This is an optimization exercise on Yosys and OpenROAD, whose aim is small area, not a production implementation. In this exercise RTL edits were held to simulation tests only and were not proved equivalent to the original.

**run.sh**
```bash
#!/bin/bash
# synth_recipe.tcl (not shown) runs the flow's synth.tcl, then flattens the netlist and writes it again
# the make line also repeats each setting of config.mk as NAME=value (left out here)
make -C /OpenROAD-flow-scripts/flow DESIGN_CONFIG=/design/flow/config.mk WORK_HOME=/design/flow/orfs CLKGATE_MAP_FILE= SYNTH_SCRIPT=/design/flow/synth_recipe.tcl finish
```
**config.mk**
```make
export PLATFORM = sky130hd
export DESIGN_NAME = Nco_Single_Gen
export DESIGN_NICKNAME = Nco_Single_Gen
export VERILOG_FILES = /design/flow/design.v
export SDC_FILE = /design/flow/constraint.sdc
export NUM_CORES = 4
export LEC_CHECK = 0
export ABC_AREA = 1
export CAP_MARGIN = 20
export CORE_MARGIN = 2
export CORE_UTILIZATION = 25
export PLACE_DENSITY = 0.4
export SLEW_MARGIN = 20
export SYNTH_MEMORY_MAX_BITS = 32768
```
**constraint.sdc**
```tcl
create_clock -name core_clock -period 8.0 [get_ports {clk}]
set_input_delay 1.6000 -clock core_clock [delete_from_list [all_inputs] [get_ports {clk}]]
set_output_delay 1.6000 -clock core_clock [all_outputs]
set_load 0.01 [all_outputs]
```
**design.v**
```verilog
module blk_mem_gen_0 (
    input  wire [6:0]  x,
    output reg  [14:0] sin_o,
    output reg  [14:0] cos_o
);
    always @(*)
        case (x)
            7'd0: begin sin_o = 15'd0; cos_o = 15'd32767; end
            7'd1: begin sin_o = 15'd201; cos_o = 15'd32766; end
            7'd2: begin sin_o = 15'd402; cos_o = 15'd32765; end
            7'd3: begin sin_o = 15'd603; cos_o = 15'd32761; end
            7'd4: begin sin_o = 15'd804; cos_o = 15'd32757; end
            7'd5: begin sin_o = 15'd1005; cos_o = 15'd32752; end
            7'd6: begin sin_o = 15'd1206; cos_o = 15'd32745; end
            7'd7: begin sin_o = 15'd1407; cos_o = 15'd32737; end
            7'd8: begin sin_o = 15'd1608; cos_o = 15'd32728; end
            7'd9: begin sin_o = 15'd1809; cos_o = 15'd32717; end
            7'd10: begin sin_o = 15'd2009; cos_o = 15'd32705; end
            7'd11: begin sin_o = 15'd2210; cos_o = 15'd32692; end
            7'd12: begin sin_o = 15'd2410; cos_o = 15'd32678; end
            7'd13: begin sin_o = 15'd2611; cos_o = 15'd32663; end
            7'd14: begin sin_o = 15'd2811; cos_o = 15'd32646; end
            7'd15: begin sin_o = 15'd3012; cos_o = 15'd32628; end
            7'd16: begin sin_o = 15'd3212; cos_o = 15'd32609; end
            7'd17: begin sin_o = 15'd3412; cos_o = 15'd32589; end
            7'd18: begin sin_o = 15'd3612; cos_o = 15'd32567; end
            7'd19: begin sin_o = 15'd3811; cos_o = 15'd32545; end
            7'd20: begin sin_o = 15'd4011; cos_o = 15'd32521; end
            7'd21: begin sin_o = 15'd4210; cos_o = 15'd32495; end
            7'd22: begin sin_o = 15'd4410; cos_o = 15'd32469; end
            7'd23: begin sin_o = 15'd4609; cos_o = 15'd32441; end
            7'd24: begin sin_o = 15'd4808; cos_o = 15'd32412; end
            7'd25: begin sin_o = 15'd5007; cos_o = 15'd32382; end
            7'd26: begin sin_o = 15'd5205; cos_o = 15'd32351; end
            7'd27: begin sin_o = 15'd5404; cos_o = 15'd32318; end
            7'd28: begin sin_o = 15'd5602; cos_o = 15'd32285; end
            7'd29: begin sin_o = 15'd5800; cos_o = 15'd32250; end
            7'd30: begin sin_o = 15'd5998; cos_o = 15'd32213; end
            7'd31: begin sin_o = 15'd6195; cos_o = 15'd32176; end
            7'd32: begin sin_o = 15'd6393; cos_o = 15'd32137; end
            7'd33: begin sin_o = 15'd6590; cos_o = 15'd32098; end
            7'd34: begin sin_o = 15'd6786; cos_o = 15'd32057; end
            7'd35: begin sin_o = 15'd6983; cos_o = 15'd32014; end
            7'd36: begin sin_o = 15'd7179; cos_o = 15'd31971; end
            7'd37: begin sin_o = 15'd7375; cos_o = 15'd31926; end
            7'd38: begin sin_o = 15'd7571; cos_o = 15'd31880; end
            7'd39: begin sin_o = 15'd7767; cos_o = 15'd31833; end
            7'd40: begin sin_o = 15'd7962; cos_o = 15'd31785; end
            7'd41: begin sin_o = 15'd8157; cos_o = 15'd31736; end
            7'd42: begin sin_o = 15'd8351; cos_o = 15'd31685; end
            7'd43: begin sin_o = 15'd8545; cos_o = 15'd31633; end
            7'd44: begin sin_o = 15'd8739; cos_o = 15'd31580; end
            7'd45: begin sin_o = 15'd8933; cos_o = 15'd31526; end
            7'd46: begin sin_o = 15'd9126; cos_o = 15'd31470; end
            7'd47: begin sin_o = 15'd9319; cos_o = 15'd31414; end
            7'd48: begin sin_o = 15'd9512; cos_o = 15'd31356; end
            7'd49: begin sin_o = 15'd9704; cos_o = 15'd31297; end
            7'd50: begin sin_o = 15'd9896; cos_o = 15'd31237; end
            7'd51: begin sin_o = 15'd10087; cos_o = 15'd31176; end
            7'd52: begin sin_o = 15'd10278; cos_o = 15'd31113; end
            7'd53: begin sin_o = 15'd10469; cos_o = 15'd31050; end
            7'd54: begin sin_o = 15'd10659; cos_o = 15'd30985; end
            7'd55: begin sin_o = 15'd10849; cos_o = 15'd30919; end
            7'd56: begin sin_o = 15'd11039; cos_o = 15'd30852; end
            7'd57: begin sin_o = 15'd11228; cos_o = 15'd30783; end
            7'd58: begin sin_o = 15'd11417; cos_o = 15'd30714; end
            7'd59: begin sin_o = 15'd11605; cos_o = 15'd30643; end
            7'd60: begin sin_o = 15'd11793; cos_o = 15'd30571; end
            7'd61: begin sin_o = 15'd11980; cos_o = 15'd30498; end
            7'd62: begin sin_o = 15'd12167; cos_o = 15'd30424; end
            7'd63: begin sin_o = 15'd12353; cos_o = 15'd30349; end
            7'd64: begin sin_o = 15'd12539; cos_o = 15'd30273; end
            7'd65: begin sin_o = 15'd12725; cos_o = 15'd30195; end
            7'd66: begin sin_o = 15'd12910; cos_o = 15'd30117; end
            7'd67: begin sin_o = 15'd13094; cos_o = 15'd30037; end
            7'd68: begin sin_o = 15'd13279; cos_o = 15'd29956; end
            7'd69: begin sin_o = 15'd13462; cos_o = 15'd29874; end
            7'd70: begin sin_o = 15'd13645; cos_o = 15'd29791; end
            7'd71: begin sin_o = 15'd13828; cos_o = 15'd29706; end
            7'd72: begin sin_o = 15'd14010; cos_o = 15'd29621; end
            7'd73: begin sin_o = 15'd14191; cos_o = 15'd29534; end
            7'd74: begin sin_o = 15'd14372; cos_o = 15'd29447; end
            7'd75: begin sin_o = 15'd14553; cos_o = 15'd29358; end
            7'd76: begin sin_o = 15'd14732; cos_o = 15'd29268; end
            7'd77: begin sin_o = 15'd14912; cos_o = 15'd29177; end
            7'd78: begin sin_o = 15'd15090; cos_o = 15'd29085; end
            7'd79: begin sin_o = 15'd15269; cos_o = 15'd28992; end
            7'd80: begin sin_o = 15'd15446; cos_o = 15'd28898; end
            7'd81: begin sin_o = 15'd15623; cos_o = 15'd28803; end
            7'd82: begin sin_o = 15'd15800; cos_o = 15'd28706; end
            7'd83: begin sin_o = 15'd15976; cos_o = 15'd28609; end
            7'd84: begin sin_o = 15'd16151; cos_o = 15'd28510; end
            7'd85: begin sin_o = 15'd16325; cos_o = 15'd28411; end
            7'd86: begin sin_o = 15'd16499; cos_o = 15'd28310; end
            7'd87: begin sin_o = 15'd16673; cos_o = 15'd28208; end
            7'd88: begin sin_o = 15'd16846; cos_o = 15'd28105; end
            7'd89: begin sin_o = 15'd17018; cos_o = 15'd28001; end
            7'd90: begin sin_o = 15'd17189; cos_o = 15'd27896; end
            7'd91: begin sin_o = 15'd17360; cos_o = 15'd27790; end
            7'd92: begin sin_o = 15'd17530; cos_o = 15'd27683; end
            7'd93: begin sin_o = 15'd17700; cos_o = 15'd27575; end
            7'd94: begin sin_o = 15'd17869; cos_o = 15'd27466; end
            7'd95: begin sin_o = 15'd18037; cos_o = 15'd27356; end
            7'd96: begin sin_o = 15'd18204; cos_o = 15'd27245; end
            7'd97: begin sin_o = 15'd18371; cos_o = 15'd27133; end
            7'd98: begin sin_o = 15'd18537; cos_o = 15'd27019; end
            7'd99: begin sin_o = 15'd18703; cos_o = 15'd26905; end
            7'd100: begin sin_o = 15'd18868; cos_o = 15'd26790; end
            7'd101: begin sin_o = 15'd19032; cos_o = 15'd26674; end
            7'd102: begin sin_o = 15'd19195; cos_o = 15'd26556; end
            7'd103: begin sin_o = 15'd19357; cos_o = 15'd26438; end
            7'd104: begin sin_o = 15'd19519; cos_o = 15'd26319; end
            7'd105: begin sin_o = 15'd19680; cos_o = 15'd26198; end
            7'd106: begin sin_o = 15'd19841; cos_o = 15'd26077; end
            7'd107: begin sin_o = 15'd20000; cos_o = 15'd25955; end
            7'd108: begin sin_o = 15'd20159; cos_o = 15'd25832; end
            7'd109: begin sin_o = 15'd20317; cos_o = 15'd25708; end
            7'd110: begin sin_o = 15'd20475; cos_o = 15'd25582; end
            7'd111: begin sin_o = 15'd20631; cos_o = 15'd25456; end
            7'd112: begin sin_o = 15'd20787; cos_o = 15'd25329; end
            7'd113: begin sin_o = 15'd20942; cos_o = 15'd25201; end
            7'd114: begin sin_o = 15'd21096; cos_o = 15'd25072; end
            7'd115: begin sin_o = 15'd21250; cos_o = 15'd24942; end
            7'd116: begin sin_o = 15'd21403; cos_o = 15'd24811; end
            7'd117: begin sin_o = 15'd21554; cos_o = 15'd24680; end
            7'd118: begin sin_o = 15'd21705; cos_o = 15'd24547; end
            7'd119: begin sin_o = 15'd21856; cos_o = 15'd24413; end
            7'd120: begin sin_o = 15'd22005; cos_o = 15'd24279; end
            7'd121: begin sin_o = 15'd22154; cos_o = 15'd24143; end
            7'd122: begin sin_o = 15'd22301; cos_o = 15'd24007; end
            7'd123: begin sin_o = 15'd22448; cos_o = 15'd23870; end
            7'd124: begin sin_o = 15'd22594; cos_o = 15'd23731; end
            7'd125: begin sin_o = 15'd22739; cos_o = 15'd23592; end
            7'd126: begin sin_o = 15'd22884; cos_o = 15'd23452; end
            7'd127: begin sin_o = 15'd23027; cos_o = 15'd23311; end
        endcase
endmodule
`timescale 1ns / 1ps
module Nco_Single_Gen(
    input wire clk,
    input wire rst_n,
    input wire ref_pps_pedge,
    input wire [15:0] init_phase,
    input wire DDS_enable,
    input wire DDS_CH_enable,
    input wire signed [7:0] DDS_scale,
    input wire [63:0] D_i,
    output wire [31:0] DDS_IQ_o
    );
    reg        en_d1;
    reg        pps_d1;
    reg        shock;
    reg [47:0] B;         
    reg [9:0]  acc_hi;    
    localparam K  = 6;
    localparam NB = 48 / K;
    wire [47:0] a = shock ? 48'd0 : B;
    wire [47:0] d = DDS_enable ? D_i[47:0] : 48'd0;
    wire [47:0] p = a ^ d;
    wire [47:0] g = a & d;
    wire [NB:0] C;
    wire [47:0] c;
    assign C[0] = 1'b0;
    genvar bk, j;
    generate for (bk = 0; bk < NB; bk = bk + 1) begin: blk
        wire [K:0] gg, pp;
        assign gg[0] = 1'b0;
        assign pp[0] = 1'b1;
        for (j = 0; j < K; j = j + 1) begin: bt
            assign gg[j+1] = g[bk*K+j] | (p[bk*K+j] & gg[j]);
            assign pp[j+1] = p[bk*K+j] & pp[j];
            assign c[bk*K+j] = gg[j] | (pp[j] & C[bk]);
        end
        assign C[bk+1] = gg[K] | (pp[K] & C[bk]);
    end endgenerate
    wire [47:0] sum = p ^ c;
    always @(posedge clk or negedge rst_n)
        if (!rst_n) begin
            en_d1  <= 1'b0;
            pps_d1 <= 1'b0;
            shock  <= 1'b0;
            B      <= 48'd0;
            acc_hi <= 10'd0;
        end else begin
            en_d1  <= DDS_CH_enable;
            pps_d1 <= ref_pps_pedge;
            if (DDS_CH_enable & ~en_d1)
                shock <= 1'b1;
            else if (pps_d1)
                shock <= 1'b0;
            B      <= sum;
            acc_hi <= a[47:38];
        end
    reg [9:0] ph1, ph2;
    always @(posedge clk) begin
        ph1 <= acc_hi + init_phase[9:0];
        ph2 <= ph1;
    end
    wire [7:0] jj = ph2[7:0];
    wire [7:0] x8 = jj[7] ? (8'd0 - jj) : jj;
    wire [14:0] s_t, c_t;
    blk_mem_gen_0 rom (.x(x8[6:0]), .sin_o(s_t), .cos_o(c_t));
    localparam [14:0] K45 = 15'd23170;
    wire [14:0] s_o = s_t | (K45 & {15{x8[7]}});
    wire [14:0] c_o = c_t & ~(~K45 & {15{x8[7]}});
    wire swap = ph2[8] ^ jj[7];
    wire [14:0] mq = swap ? c_o : s_o;
    wire [14:0] mi = swap ? s_o : c_o;
    wire sq = ph2[9];
    wire si = ph2[9] ^ ph2[8];
    wire signed [15:0] vq = sq ? -{1'b0, mq} : {1'b0, mq};
    wire signed [15:0] vi = si ? -{1'b0, mi} : {1'b0, mi};
    wire [3:0] sh = (DDS_scale[7:4] != 4'd0) ? 4'd15 : DDS_scale[3:0];
    wire signed [15:0] oq = vq >>> sh;
    wire signed [15:0] oi = vi >>> sh;
    assign DDS_IQ_o = DDS_CH_enable ? {oq, oi} : 32'd0;
endmodule
```
==> run summary, run 1 <==
* Status: timing/DRC/antenna clean
* Residual DRC at 0
* 1st-iter DRT viols at 1046
* NumNets Final at ~2300
* DRT antenna net count at 0
* Hold Worst Slack at 0.325 ns
* Critical path endpoint category: output port
* Die ar. at between 40000 and 50000 um^2
* Routed wire length at about 48000 um
* Most used cell, CP: nand2_1
* Final hold violations at 0
* Multi-input logic area at around 8000 um^2
* Delay-heaviest family, CP: simple AND/OR/NAND/NOR gates
* Synth unique cells at between 40 and 50
* Via count at ~14000
* Most frequent cells after synthesis: nand2_1 (680), nand3_1 (356), inv_1 (231)
* Crit path launch type: register
* Crit Path Max Fanout at 13
* Placed cell count at about 2700
* Register area share after synthesis at 0.167
* Min setup slack post-route at around 0.73 ns
* TritonCTS clock tree: yes
* Global-route wire length before repair at between 70000 and 80000 um
* Fmax at 138 MHz
* Setup violators final at 0
* EDFF count, synth at 0
* Pin count of the biggest net entering global routing at 62
* H-tree levels at 3
* WP data arrival at between 5 and 6 ns
* Cell taking the most area after synthesis: nand2_1
* 1st-pass router iterations at 6
* Fin cells at around 2700
* Post-placement cell area at ~13000 um^2
* Post-CTS Hold Buffers at 0
* CTS resizes at 0
* Port bufs at approximately 100
* Critical Path RT at approximately 6.4 ns
* Setup repair bufs after CTS at 0
* Flops & latches, synth at between 80 and 90
* Hold crit path type: register to register
* Vias in the first global route at about 13000
* Chip width at 219 um
* Post-route cell area at 13600 um^2
* Number of I/O pins at roughly 130
* Initial antenna violation count at 6
* Mapped cell area at around 12000 um^2
* Die Y at 219 um
* Max cap viols at 0
* Setup CP Type: register to output port
* Part of the cycle the worst path needs at 0.908
* CTS Buf Count at 9
* Syn Nets at 2200
* Pre-CTS setup slack at around 0.57 ns
* Synth async-reset ratio at 0.753
* Post-synth top flop: dfrtp_1
* Placer Congestion at between 0.9 and 1
* Mean post-synth cell area at ~5.7 um^2
* Fin crit period at ~7.3 ns
* Worst-Margin Slew at about 0.95 ns
* Syn. warnings at 2
* Worst-Skew Late Latency at between 0.3 and 0.4 ns
* Final core occ at 0.300
* Rows at around 80
* CTS max path bufs at 2
* Slew Viols, Final at 0
* Clock Root Buffer: clkbuf_16
* Skew final at 0.00831 ns
* Unrepaired setup endpoints after global routing: no
* Reg2reg setup slack at 2.01 ns
* Initial core utilization at 0.254
* Buffers and inverters on the worst path at 5
* Top-area cell type share of the netlist area at 0.221
* Clk slew on worst S/H paths at about 0.060 ns
* Clk sink count at 81
* Fraction of layout cells with a size suffix above 1 at 0.0645
* Most frequent cell after synthesis: nand2_1
* DP Wirelength at approximately 37000 um
* Fillers at approximately 5300
* Core area at between 40000 and 50000 um^2
* Slowest-stage cell, CP: dfxtp_1
* Mapped Cells at ~2000
* Top post-synthesis cells by area: nand2_1 (22%), nand3_1 (15%), dfrtp_1 (13%)
* Total congestion overflow at 0
* Post-Route Setup TNS at 0 ns
* Slew margin rel. at 0.367
* Register area at 1930 um^2
* DR WL/cell at 17.6 um
* CP max stage delay at between 0.6 and 0.7 ns
* P&R area growth vs syn at 18.2%
* Routed vias/inst at around 5
* Total GRT Usage at 0.202
area by class of cell:
class,count,area share
clock inverters,5,0.00440
flip-flops and latches,81,0.141
well taps,600,0.0550
repair buffers,166,0.110
clock buffers,11,0.0194
inverters,247,0.0685
diodes,1,0.000183
multi-input cells,1598,0.601
cell usage in the layout, fill, tap and decap left out, types with 4 or more instances in the layout:
cell / instances
a21oi_1: 82
a31oi_1: 8
buf_4: 63
clkbuf_16: 10
clkdlybuf4s50_1: 100
dfrtp_1: 61
dfxtp_1: 20
fa_1: 13
ha_1: 80
inv_1: 231
inv_2: 10
nand2_1: 680
nand2_2: 12
nand3_1: 356
nand3_2: 4
nand3b_1: 6
nand4_1: 25
nor2_1: 146
nor2_2: 8
nor2_4: 4
o211ai_1: 10
o21ai_0: 51
o21ai_1: 34
xnor2_1: 14
xor2_1: 33
layer usage:
| layer | global-route usage | wire, um | vias to the layer above |
|---|---|---|---|
| met5 | 0 | 65 | - |
| met4 | 0.0786 | 1980 | 10 |
| met3 | 0.0298 | 3310 | 102 |
| met2 | 0.325 | 21100 | 483 |
| met1 | 0.271 | 21300 | 6247 |
| li1 | - | - | 6659 |
logic make-up after synthesis:
family	share of synthesized area
fa+ha+maj	0.109
xor+xnor	0.0371
compound gates	0.0948
buf+inv	0.123
flops	0.167
simple gates	0.469
final timing paths:
path | from | endpoint | cells after the start
min reg2reg | ph1[4] | ph2[4] | 0
min | ph1[4] | ph2[4] | 0
max in group asynchronous | rst_n | acc_hi[6] | 2
max reg2reg | shock | B[43] | 32
max | ph2[7] | DDS_IQ_o[21] | 28
min in group asynchronous | rst_n | B[22] | 2
flip-flops by register name, indices dropped and copies added (netlist names):
| register | flops |
|---|---|
| shock | 1 |
| ph2 | 10 |
| B | 48 |
| acc_hi | 10 |
| ph1 | 10 |
| en_d1 | 1 |
| pps_d1 | 1 |
==> inputs of run 2 (changes only) <==
--- a/config.mk
+++ b/config.mk
@@ -8,7 +8,7 @@
 export ABC_AREA = 1
 export CAP_MARGIN = 20
 export CORE_MARGIN = 2
-export CORE_UTILIZATION = 25
-export PLACE_DENSITY = 0.4
+export CORE_UTILIZATION = 55
+export PLACE_DENSITY = 0.7
 export SLEW_MARGIN = 20
 export SYNTH_MEMORY_MAX_BITS = 32768
==> run 2 against run 1 <==
Critical path depth increased by 2. Routed wire length decreased by 5.5%. First-iteration DRC count increased by 38%. Clock skew increased by 0.0014 ns. Cell count decreased by 13%. Core utilization increased by 33 points. Cell area decreased by 4.0%. Critical endpoint unchanged. Highest routed layer is now met4. Via count increased by 4.9%. Flip-flop and latch count unchanged.
==> run summary, run 2 <==
* Status: timing/DRC/antenna clean
* Pre-CTS setup slack at 0.562 ns
* WP data arrival at a little under 6 ns
* Core area at between 20000 and 25000 um^2
* Critical Path RT at between 6 and 7 ns
* Skew final at about 0.0097 ns
* Global-route wire length before repair at 70800 um
* Mean post-synth cell area at 5.73 um^2
* Unrepaired setup endpoints after global routing: no
* NumNets Final at 2267
* Cell taking the most area after synthesis: nand2_1
* RR Startpoint: shock
* 1st-iter DRT viols at about 1400
* Most frequent cells after synthesis: nand2_1 (680), nand3_1 (356), inv_1 (231)
* Total GRT Usage at 0.407
* Flops & latches, synth at 81
* Hold crit path type: register to register
* Largest register FFs at 48
* Most used cell, CP: nand2_1
* Die ar. at roughly 22000 um^2
* Placer Congestion at between 1 and 1.5
* DR WL/cell at between 15 and 20 um
* Critical Path Start: ph2[0]
* Worst-Skew Late Latency at 0.34 ns
* Clock Root Buffer: clkbuf_16
* Biggest register: B
* Synth unique cells at between 40 and 50
* Mapped Cells at a little over 2000
* Most frequent cell after synthesis: nand2_1
* Setup violators final at 0
* Final core occ at 0.629
* P&R area growth vs syn at 13.5%
* Via count at roughly 14000
* DP Wirelength at 31900 um
* Crit Path Max Fanout at 11
* Crit path launch type: register
* H-tree levels at 3
* Hold Worst Slack at approximately 0.33 ns
* Number of I/O pins at between 100 and 150
* CP max stage delay at ~0.55 ns
* Die Y at around 150 um
* Setup repair bufs after CTS at 0
* Setup CP Type: register to output port
* Routed vias/inst at approximately 6.0
* Top-area cell type share of the netlist area at 0.221
* EDFF count, synth at 0
* Fin crit period at between 7 and 8 ns
* Port bufs at ~100
* Post-CTS Hold Buffers at 0
* Critical path endpoint category: output port
* Slew margin rel. at 0.370
* Initial antenna violation count at 0
* Slowest-stage cell, CP: clkdlybuf4s50_1
* Synth async-reset ratio at 0.753
* Post-Route Setup TNS at 0 ns
* Top post-synthesis cells by area: nand2_1 (22%), nand3_1 (15%), dfrtp_1 (13%)
* Critical Path Sink: DDS_IQ_o[21]
* Chip width at 149 um
* DRT antenna net count at 0
* Ant diodes at 0
* Worst-Margin Slew at roughly 0.94 ns
* Worst R2R End: B[43]
* Post-synth top flop: dfrtp_1
* Register area share after synthesis at 0.167
* Syn. warnings at 2
* Reg2reg setup slack at approximately 1.5 ns
* Max cap viols at 0
* Most common cell after layout, fill and taps aside: nand2_1
* Total congestion overflow at 0
* TritonCTS clock tree: yes
* CTS resizes at 0
* Fraction of layout cells with a size suffix above 1 at 0.0527
* CTS Buf Count at 9
* Clk sink count at between 80 and 90
* Routed wire length at ~45000 um
* Part of the cycle the worst path needs at 0.933
* Residual DRC at 0
* CTS max path bufs at 2
* Commonest cells after routing, fill and taps aside: nand2_1 (680), nand3_1 (356), inv_1 (231)
* Rows at between 50 and 60
* Mapped cell area at 11500 um^2
* Fmax at ~130 MHz
* Clk slew on worst S/H paths at about 0.060 ns
* Pin count of the biggest net entering global routing at 62
* Vias in the first global route at ~13000
* Slew Viols, Final at 0
* Initial core utilization at 0.555
* Min setup slack post-route at 0.537 ns
* Syn Nets at 2200
* 1st-pass router iterations at 6
* Final hold violations at 0
* R2R depth at 31
run 2: area by class of cell:
type                       count  area (um^2)
multi-input combinational   1598         8200
fill                        1966         7720
sequential                    81         1930
timing repair buffer         144         1370
inverter                     247          935
tap                          275          344
clock buffer                  15          299
clock inverter                 1         30.0
run 2: logic make-up after synthesis:
group           Yosys count  synth area share
buf+inv                 335             0.123
fa+ha+maj                93             0.109
flops                    81             0.167
xor+xnor                 48            0.0371
simple gates           1255             0.469
compound gates          202            0.0948
run 2: worst min-delay path by stage:
stage | startpoint | end | slack (ns) | cells after the start
detailed placement | ph1[2] | ph2[2] | 0.31 | 0
global route | ph1[2] | ph2[2] | 0.33 | 0
finish | ph1[0] | ph2[0] | 0.33 | 0
global placement | ph1[2] | ph2[2] | 0.31 | 0
floorplan | ph1[0] | ph2[0] | 0.31 | 0
CTS | ph1[2] | ph2[2] | 0.33 | 0
run 2: worst max-delay path: cells and delay by family, from the launching register on:
family | cells | cell delay, ns
compound gates | 3 | 0.56
flops | 1 | 0.31
buf+inv | 6 | 1.36
simple gates | 17 | 2.07
fa+ha+maj | 4 | 1.21
run 2: per-layer routing:
layer / track usage / vias up / share of wire
met5: 0 / - / 0
met4: 0.214 / 0 / 0.056
met1: 0.526 / 6450 / 0.39
li1: - / 6615 / -
met3: 0.0642 / 191 / 0.10
met2: 0.656 / 911 / 0.45
run 2: per-stage QoR:
stage | cells | instance area [um^2]
floorplan | 2014 | 11500
CTS | 2361 | 13100
global placement | 2345 | 12800
detailed placement | 2345 | 12800
finish | 2361 | 13100
global route | 2361 | 13100
==> inputs of run 3 (changes only) <==
==> flow/run.sh (new file) <==
#!/bin/bash
# Standard layout, with one change to synthesis: the technology-mapping ABC
# script is flow/area.abc instead of ORFS's abc_area.script. Everything else
# (registers, flattening, renaming, floorplan to finish) is the standard flow.
set -euo pipefail
W=$(pwd)
# ORFS synthesis script with the ABC script replaced
sed 's#^source $::env(SCRIPTS_DIR)/synth_preamble.tcl#&\nset abc_args [lreplace $abc_args 1 1 $::env(MY_ABC)]#' \
    "$FLOW_HOME/scripts/synth.tcl" > "$W/orfs_synth.tcl"
grep -q 'MY_ABC' "$W/orfs_synth.tcl"
sed "s#source \$::env(SCRIPTS_DIR)/synth.tcl#source $W/orfs_synth.tcl#" synth_recipe.tcl > "$W/my_synth.tcl"
grep -q "orfs_synth.tcl" "$W/my_synth.tcl"
sed "s#$W/synth_recipe.tcl#$W/my_synth.tcl#" standard.sh > "$W/my_standard.sh"
grep -q "my_synth.tcl" "$W/my_standard.sh"
export MY_ABC="$W/flow/area.abc"
bash "$W/my_standard.sh" > "$W/flow_make.log" 2>&1
==> flow/area.abc (new file) <==
strash
dch -f
amap
topo
stime -c
==> standard.sh (new file) <==
#!/bin/bash
# synth_recipe.tcl (not shown) runs the flow's synth.tcl, then flattens the netlist and writes it again
# the make line also repeats each setting of config.mk as NAME=value (left out here)
make -C /OpenROAD-flow-scripts/flow DESIGN_CONFIG=/design/flow/config.mk WORK_HOME=/design/flow/orfs CLKGATE_MAP_FILE= SYNTH_SCRIPT=/design/flow/synth_recipe.tcl "${@:-finish}"
removed: run.sh
==> run 3 against run 2 <==
Area after synthesis down 18%. Non-clock buffer count increased by 87. Global-route usage grew 0.35 points. Via count is 12% lower. Core utilization increased by 12 points. Critical path type is now input pin to register.
==> run summary, run 3 <==
* CTS max path bufs at 2
* Rows at 47
* DP Wirelength at 25800 um
* Register area share after synthesis at 0.205
* P&R area growth vs syn at 32.6%
* Part of the cycle the worst path needs at 0.986
* CTS Buf Count at 9
* Slew margin rel. at 0.348
* Top-area cell type share of the netlist area at 0.162
* Multi-input logic area at approximately 7500 um^2
* Uppermost routed layer: met4
* Placer Congestion at about 1.2
* Initial antenna violation count at 1
* Slew Viols, Final at 0
* TritonCTS clock tree: yes
* Worst-Margin Slew at between 0.9 and 1 ns
* Post-route cell area at ~12000 um^2
* Largest register FFs at 48
* Core area at around 17000 um^2
* Final core occ at 0.750
* H-tree levels at 3
* Total congestion overflow at 0
* Initial core utilization at 0.566
* Crit path launch type: input pin
* Via count at between 10000 and 15000
* Vias in the first global route at approximately 11000
* Most frequent cells after synthesis: nor2_1 (327), a21oi_1 (124), o21ai_0 (110)
* Clk sink count at between 80 and 90
* Mean post-synth cell area at 6.86 um^2
* Global-route wire length before repair at 59100 um
* Most used cell, CP: a21oi_2
* 1st-iter DRT viols at about 1700
* WP data arrival at between 8 and 9 ns
* Routed vias/inst at around 6.8
* Slowest-stage cell, CP: fa_2
* Setup violators final at 0
* Flops & latches, synth at between 80 and 90
* Post-CTS Hold Buffers at 0
* Post-synth top flop: dfrtp_1
* Metal2 WL at about 17000 um
* Pin count of the biggest net entering global routing at 62
* Synth async-reset ratio at 0.753
* Chip width at roughly 130 um
* Clock Root Buffer: clkbuf_16
* Critical path endpoint category: register
* Final hold violations at 0
* Mapped cell area at ~9400 um^2
* Critical Path RT at just over 8 ns
* Cell taking the most area after synthesis: dfrtp_1
* Routed wire length at between 30000 and 40000 um
* Skew final at 0.00831 ns
* Status: timing/DRC/antenna clean
* NumNets Final at 1800
* Fraction of layout cells with a size suffix above 1 at 0.143
* 1st-pass router iterations at 12
* Synth unique cells at 50
* DR WL/cell at between 20 and 25 um
* Hold Worst Slack at about 0.33 ns
* Met1 WL at between 10000 and 15000 um
* Port bufs at approximately 100
* Fin crit period at ~7.9 ns
* Number of I/O pins at between 100 and 150
* Biggest register: B
* Post-placement cell area at approximately 12000 um^2
* Most frequent cell after synthesis: nor2_1
* Register area at between 1500 and 2000 um^2
* Max cap viols at 0
* Crit Path Max Fanout at 2
* Fillers at 1237
* Syn. warnings at 2
* Setup CP Type: input pin to register
* Die Y at around 130 um
* Worst-Skew Late Latency at ~0.35 ns
* Most common cell after layout, fill and taps aside: nor2_1
* Fmax at about 130 MHz
* WL met3 at 5130 um
* Clk slew on worst S/H paths at ~0.060 ns
* DRT antenna net count at 0
* Ant diodes at 0
* Total GRT Usage at 0.411
* Hold crit path type: register to register
* CP max stage delay at 0.40 ns
* Residual DRC at 0
* Syn Nets at 1558
* EDFF count, synth at 0
* Mapped Cells at between 1000 and 1500
* Die ar. at roughly 18000 um^2
* Top post-synthesis cells by area: dfrtp_1 (16%), nor2_1 (13%), ha_1 (11%)
* Commonest cells after routing, fill and taps aside: nor2_1 (318), buf_4 (121), a21oi_1 (115)
## run 3: cell type report
cell class	instances	share of cell area
Clock buffer	11	0.0194
Multi-Input combinational cell	1186	0.599
Sequential cell	81	0.154
Tap cell	220	0.0221
Clock inverter	5	0.00441
Timing Repair Buffer	231	0.166
Inverter	105	0.0346
## run 3: critical path: cells and delay by family
family	cells	cell delay, ns
AO/OA/AOI/OAI	16	3.33
AND/OR/NAND/NOR	3	0.25
adder cells (fa/ha/maj)	6	2.07
buffers and inverters	8	0.84
## run 3: what timing repair did
item,4_1_cts,5_1_grt
pin swaps,10,36
buffers inserted,6,16
cloned,0,1
setup endpoints to repair,14,40
resized for setup,22,87
## run 3: cells by family after synthesis
| kind of cell | synth area share |
|---|---|
| AND/OR/NAND/NOR | 0.271 |
| AO/OA/AOI/OAI | 0.348 |
| flip-flops | 0.205 |
| adder cells (fa/ha/maj) | 0.134 |
| buffers and inverters | 0.0419 |
## run 3: per-layer routing
metal / track usage / up-vias
met5: 0 / -
met4: 0.214 / 0
met3: 0.145 / 281
met2: 0.635 / 961
met1: 0.505 / 5640
li1: - / 5539
## run 3: final timing paths
check	from	to	slack (ns)	cells after the start
worst max-delay path	DDS_enable	B[45]	0.12	33
worst min-delay path	ph1[9]	ph2[9]	0.33	0
worst max register to register	shock	B[45]	0.82	32
worst min register to register	ph1[9]	ph2[9]	0.33	0
max in group asynchronous	rst_n	B[28]	6.06	2
min in group asynchronous	rst_n	B[15]	1.40	2
## run 3: per-stage QoR
| step | worst slack, ns | setup TNS [ns] | std cells |
|---|---|---|---|
| after CTS | 0.00407 | 0 | 1822 |
| after floorplan | -0.00488 | -0.00488 | 1372 |
| final | 0.115 | 0 | 1839 |
| after global routing | -0.117 | -1.16 | 1839 |
| after global placement | -0.575 | -3.01 | 1800 |
| after detailed placement | -0.725 | -4.72 | 1800 |
==> inputs of run 4 (changes only) <==
==> flow/area.abc (replaced) <==
strash
&get -n
&dch -f
&nf -R 1000
&put
topo
stime -c
==> run 4 against run 3 <==
The layout now fails its checks (negative setup slack). Routed wire length is 8.6% higher. Sequential share of layout area grew 0.28 points. Critical path type unchanged. Critical endpoint is now B[47]. Largest cell class unchanged.
==> run summary, run 4 <==
* Ant diodes at 0
* Chip width at between 100 and 150 um
* Status: finished with violations
* Critical Path Start: D_i[0]
* EDFF count, synth at 0
* Number of I/O pins at about 130
* Fin crit period at between 8 and 9 ns
* Mapped Cells at between 1000 and 1500
* TritonCTS clock tree: yes
* 1st-iter DRT viols at 1821
* Part of the cycle the worst path needs at 1.01
* Critical path endpoint category: register
* Min setup slack post-route at -0.111 ns
* Initial antenna violation count at 0
* DR WL/cell at 24.0 um
* Fin cells at about 1800
* Die Y at 136 um
* Worst R2R End: B[47]
* CTS Buf Count at 9
* Pin count of the biggest net entering global routing at 62
* Slew Viols, Final at 0
* Mapped cell area at 9530 um^2
* Stages on worst setup path at 30
* Critical Path RT at about 8 ns
* Final core occ at 0.717
* Syn. warnings at 2
* Hold endpoint: ph2[1]
* Clock Root Buffer: clkbuf_16
* Delay-heaviest family, CP: compound AO/OA/AOI/OAI gates
* NumNets Final at between 1500 and 2000
* Setup CP Type: input pin to register
* Reg2reg setup slack at 0.97 ns
* Routed vias/inst at about 6.9
* RR Startpoint: shock
* Core area at 17100 um^2
* Hold crit path type: register to register
* Residual DRC at 0
* Synth async-reset ratio at 0.753
* Post-placement cell area at around 12000 um^2
* Fmax at ~120 MHz
* WHS Path Cells at 0
* Clk slew on worst S/H paths at 0.06 ns
* Slowest-stage cell, CP: fa_2
* WP data arrival at ~8.4 ns
* Clk sink count at 81
* Skew final at ~0.016 ns
* Commonest cells after routing, fill and taps aside: nor2_1 (166), a21oi_1 (157), nand2_1 (149), o21ai_0 (149), clkdlybuf4s50_1 (100)
* Most common cell after layout, fill and taps aside: nor2_1
* Most used cell, CP: a21oi_2
* Crit Path Max Fanout at 4
* Placer Congestion at around 1.1
* Slew margin rel. at 0.314
* CTS max path bufs at 2
* Largest register FFs at 48
* R2R depth at 30
* Total congestion overflow at 0
* Die ar. at 18400 um^2
* Placed cell count at approximately 1700
* Top post-synthesis cells by area: dfrtp_1 (16%), ha_1 (11%), a21oi_1 (8.7%)
* Crit path launch type: input pin
* Port bufs at about 100
* Post-synth top flop: dfrtp_1
* Worst-Margin Slew at ~1.0 ns
* DRT antenna net count at 0
* H-tree levels at 3
* DP Wirelength at approximately 28000 um
* Max cap viols at 0
* Vias in the first global route at 11300
* Total GRT Usage at 0.440
* Post-Route Setup TNS at -0.168 ns
* Register area share after synthesis at 0.202
* Setup violators final at 2
* Layout violations: negative setup slack
* Buffers and inverters on the worst path at 5
* Final hold violations at 0
* 1st-pass router iterations at 8
* Worst-Skew Late Latency at about 0.36 ns
* Global-route wire length before repair at approximately 63000 um
* Rows at 48
* Routed wire length at between 40000 and 50000 um
* Syn Nets at 1514
* Via count at 12200
* Synth unique cells at slightly below 50
* Top-area cell type share of the netlist area at 0.160
* Initial core utilization at 0.557
* Post-route cell area at between 10000 and 15000 um^2
* Fillers at ~1300
* Cell taking the most area after synthesis: dfrtp_1
* Fraction of layout cells with a size suffix above 1 at 0.108
* Biggest register: B
* Flops & latches, synth at 81
* Hold Path Origin: ph1[1]
* Most frequent cells after synthesis: nor2_1 (176), a21oi_1 (165), o21ai_0 (165)
* Mean post-synth cell area at slightly above 7 um^2
* CP max stage delay at between 0.4 and 0.5 ns
* Most frequent cell after synthesis: nor2_1
* P&R area growth vs syn at 28.7%
[run 4: changes by cell type in the layout (fill, tap and decap cells not counted), moves of 23 or more]
cell | previous run | this run
nor2_1 | 318 | 166
nand2_1 | 82 | 149
o22ai_1 | 77 | 13
clkinv_1 | 90 | 32
o21ai_0 | 97 | 149
and2_0 | 1 | 50
a21oi_1 | 115 | 157
nor2b_1 | 92 | 52
xor2_1 | 0 | 39
xnor2_1 | 0 | 37
buf_4 | 121 | 91
o22a_1 | 29 | 0
nand3_1 | 10 | 33
[run 4: final cells by class]
cell class / count / area (um^2) / share of cell area
tap: 225 / 282 / 0.0229
clock inverter: 7 / 119 / 0.00969
clock buffer: 9 / 225 / 0.0184
timing repair buffer: 198 / 1760 / 0.143
multi-input combinational: 1216 / 7830 / 0.638
inverter: 33 / 124 / 0.0101
sequential: 81 / 1930 / 0.157
[run 4: how the worst max path moves through the flow]
stage	end	slack (ns)
2_1_floorplan	DDS_IQ_o[0]	0.09
3_3_place_gp	B[47]	-0.21
3_5_place_dp	B[43]	-0.61
4_1_cts	B[43]	0.002
5_1_grt	B[47]	-0.12
6_report	B[47]	-0.11
[run 4: metrics by stage]
| stage | hold WS, ns | worst slack, ns |
|---|---|---|
| CTS | 0.328 | 0.00190 |
| global placement | 0.311 | -0.212 |
| detailed placement | 0.315 | -0.612 |
| floorplan | 0.310 | 0.0862 |
| global route | 0.331 | -0.118 |
| finish | 0.327 | -0.111 |
[run 4: metal layers]
metal  track usage  vias to the layer above  part of all wire  routed length (um)
met5             0                        -                 0                   0
met4         0.262                        0             0.087                3680
met3         0.104                      325              0.12                5160
met2         0.689                     1071              0.43               18400
met1         0.551                     5541              0.36               15100
li1              -                     5269                 -                   -
[run 4: cell families after synthesis]
| group | after synthesis | synth area share |
|---|---|---|
| AO/OA/AOI/OAI | 483 | 0.295 |
| flip-flops | 81 | 0.202 |
| adder cells (fa/ha/maj) | 93 | 0.132 |
| multiplexers | 22 | 0.0234 |
| XOR/XNOR | 84 | 0.0772 |
| buffers and inverters | 33 | 0.0130 |
| AND/OR/NAND/NOR | 532 | 0.257 |
[run 4: repair_timing]
action | in CTS | in global routing
gates cloned | 0 | 2
hold buffers | 0 | 0
endpoints found under the setup margin | 16 | 44
pin swaps | 3 | 13
gates resized for setup | 10 | 62
setup buffers | 2 | 10

## static timing again, ports no longer ideal
The results above use ideal ports. As a check the final layouts listed here were re-extracted and re-timed, cells and wires unchanged.
Step 1, drivers: a clkbuf_16 drives clk and a buf_2 each remaining input, both assumed.
Step 2, shift: input delay + t, output delay - t, t = (earliest + latest rising clock arrival at the registers) / 2. This alone moves slack from input paths to output paths.
Slacks: ideal / step 1 / step 2; pairs: ideal / step 1.
run | t, ns | slack for setup (ns) | worst data-port slew with drivers (ns)
run 1 | 0.377 | 0.732 / 0.692 / 0.658 | 0.07
run 2 | 0.379 | 0.537 / 0.493 / 0.257 | 0.06
run 3 | 0.382 | 0.115 / 0.113 / -0.269 | 0.05
run 4 | 0.390 | -0.111 / -0.090 / -0.480 | 0.05
Met with ideal ports but missed after step 2: setup timing in run 3. The setup slack of run 3, which loses most, moves by -0.002 ns with the drivers and by -0.384 ns with both steps.
